What follows belongs to an exercise in optimizing a design on an open flow for small area and a short achievable clock period; a production flow would make more cautious choices.
Function was checked by simulation only, so behaviour that the tests miss may differ from the original.
Power figures rest on the tool's default switching activity, not on a simulated workload.

== main ==
// alu_design
module alu_design #(parameter OPERAND_WIDTH = 16, parameter CMD_WIDTH = 4)(
	input CLK, RST, MODE, CE, CIN,
	input [CMD_WIDTH-1:0] CMD,
	input [1:0] INP_VALID,
	input [OPERAND_WIDTH-1:0] OPA, OPB,
	output reg ERR, OFLOW, E, G, L,
	output reg COUT,
	output reg [(2*OPERAND_WIDTH)-1:0] RES
);
Settings: LEC_CHECK=0, CAP_MARGIN=20, CORE_MARGIN=2, CORE_UTILIZATION=40, SETUP_SLACK_MARGIN=4.8, SLEW_MARGIN=20, SYNTH_HIERARCHICAL=1; clock period 8.0 ns.
standard.sh (not shown) runs the stock make flow with config.mk's settings and CLKGATE_MAP_FILE= SYNTH_SCRIPT=/design/flow/synth_recipe.tcl, a recipe that flattens the netlist after the stock synthesis.
==> flow/flow/run.sh <==
#!/bin/bash
set -e
cp standard.sh standard_sh.txt
export BUFFER_PORTS_ARGS="-buffer_cell sky130_fd_sc_hd__buf_1"
bash standard.sh > standard.log 2>&1
main reached the final stage; the timing, design-rule and antenna checks on its layout passed.
[inputs] the feature branch vs main
--- a/flow/design.v
+++ b/flow/design.v
@@ -30,22 +30,24 @@
 			4'd4: in_lt = 4'b0110;    
 			4'd5: in_lt = 4'b1001;    
 			4'd6: in_lt = 4'b0011;    
 			4'd7: in_lt = 4'b0101;    
 			default: in_lt = 4'b0000;
 		endcase
 	end
-	reg [15:0] a, b;
+	reg [15:0] na_r, nb_r;
+	wire [15:0] a = ~na_r;
+	wire [15:0] b = ~nb_r;
 	reg m9;      
 	reg xb, yb, yi, c0, xs;
 	reg sgn;     
 	reg [3:0] rs;   
 	always @(posedge CLK) begin
-		a <= (CMD == 4'd10) ? {OPA[14:0], 1'b0} : OPA;
-		b <= OPB;
+		na_r <= ~((CMD == 4'd10) ? {OPA[14:0], 1'b0} : OPA);
+		nb_r <= ~OPB;
 		m9 <= CMD[0];
 		xb <= CMD == 4'd6 || CMD == 4'd7;
 		yb <= CMD <= 4'd3 || CMD == 4'd11 || CMD == 4'd12;
 		yi <= CMD == 4'd12 || (CMD <= 4'd7 && CMD[0]);
 		c0 <= CMD == 4'd12 || CMD == 4'd1 || CMD == 4'd4 || CMD == 4'd6 ||
 		      (CMD == 4'd2 && CIN) || (CMD == 4'd3 && !CIN);
 		xs <= CMD == 4'd11 || CMD == 4'd12;
@@ -107,16 +109,16 @@
 	                   ({1'b0, b[15:1]} & {16{l_srb}}) | ({b[14:0], 1'b0} & {16{l_slb}}) |
 	                   (rot & {16{l_rot}});
 	wire [31:0] ts, tc, td;
 	wire [15:0] na, nb, pp [0:15];
 	wire [15:0] a9, b9;
 	genvar gi, gj;
 	generate for (gi = 0; gi < 16; gi = gi + 1) begin : g_in
-		mt_inv u_na (.a(a[gi]), .y(na[gi]));
-		mt_inv u_nb (.a(b[gi]), .y(nb[gi]));
+		assign na[gi] = na_r[gi];
+		assign nb[gi] = nb_r[gi];
 		mt_and u_a9 (.a(a[gi]), .b(m9), .y(a9[gi]));
 		mt_and u_b9 (.a(b[gi]), .b(m9), .y(b9[gi]));
 		for (gj = 0; gj < 16; gj = gj + 1) begin : g_pp
 			mt_nor u_pp (.a(na[gi]), .b(nb[gj]), .y(pp[gi][gj]));
 		end
 	end endgenerate
 	wire [204:0] fs, fc;
Findings:
- Compared with main, the feature branch shows a lower compound-cell area share of the yosys netlist.
- Compared to main, the feature branch was floorplanned on a smaller die.
- The feature branch vs main — cell area after layout dropped about 3%.
- The feature branch vs main: fraction of met1 tracks used by global routing up
- ~same number of global-route vias before repair in main and the feature branch
- Flip-flop and latch count after synthesis for the feature branch: 1 up relative to main
- Fraction of synthesis flops using an asynchronous set or reset pin was higher in main than in the feature branch.
- The feature branch: least setup slack across all paths after layout is 0.048 ns higher than what main reported.
- The feature branch vs. main: proportion of power drawn by combinational gates fell by 1.1 points; synthesized cell count shrank by 2.0%; clock group share of total power decreased by 0.2 points relative to the old numbers.
- When the feature branch is measured against main, its fraction of final layout cells sized beyond drive strength 1 turns out 4.7 points lower.

[port drivers added, routing unchanged]
How much do the figures lean on ideal ports? The routed layouts below were timed once more, with nothing changed but the port constraints.
Step 1 assumes that a clkbuf_16 drives the clock port and a buf_2 every other input.
Step 2 also shifts input and output timing later by t, the mid clock arrival at the registers, as if the neighbouring blocks saw the same clock.
a / b / c = ideal ports / drivers / drivers and shift; a / b = the first two.
| run | t (ns) | setup WS [ns] | slew at the worst register clock pin (ns) |
|---|---|---|---|
| main | 0.547 | 4.734 / 4.734 / 4.354 | 0.08 / 0.08 |
| the feature branch | 0.521 | 4.782 / 4.782 / 4.423 | 0.08 / 0.08 |
After both steps setup and hold are still met in every run listed. For main, which loses most, drivers alone change the setup slack by 0.000 ns; drivers and shift together by -0.380 ns.
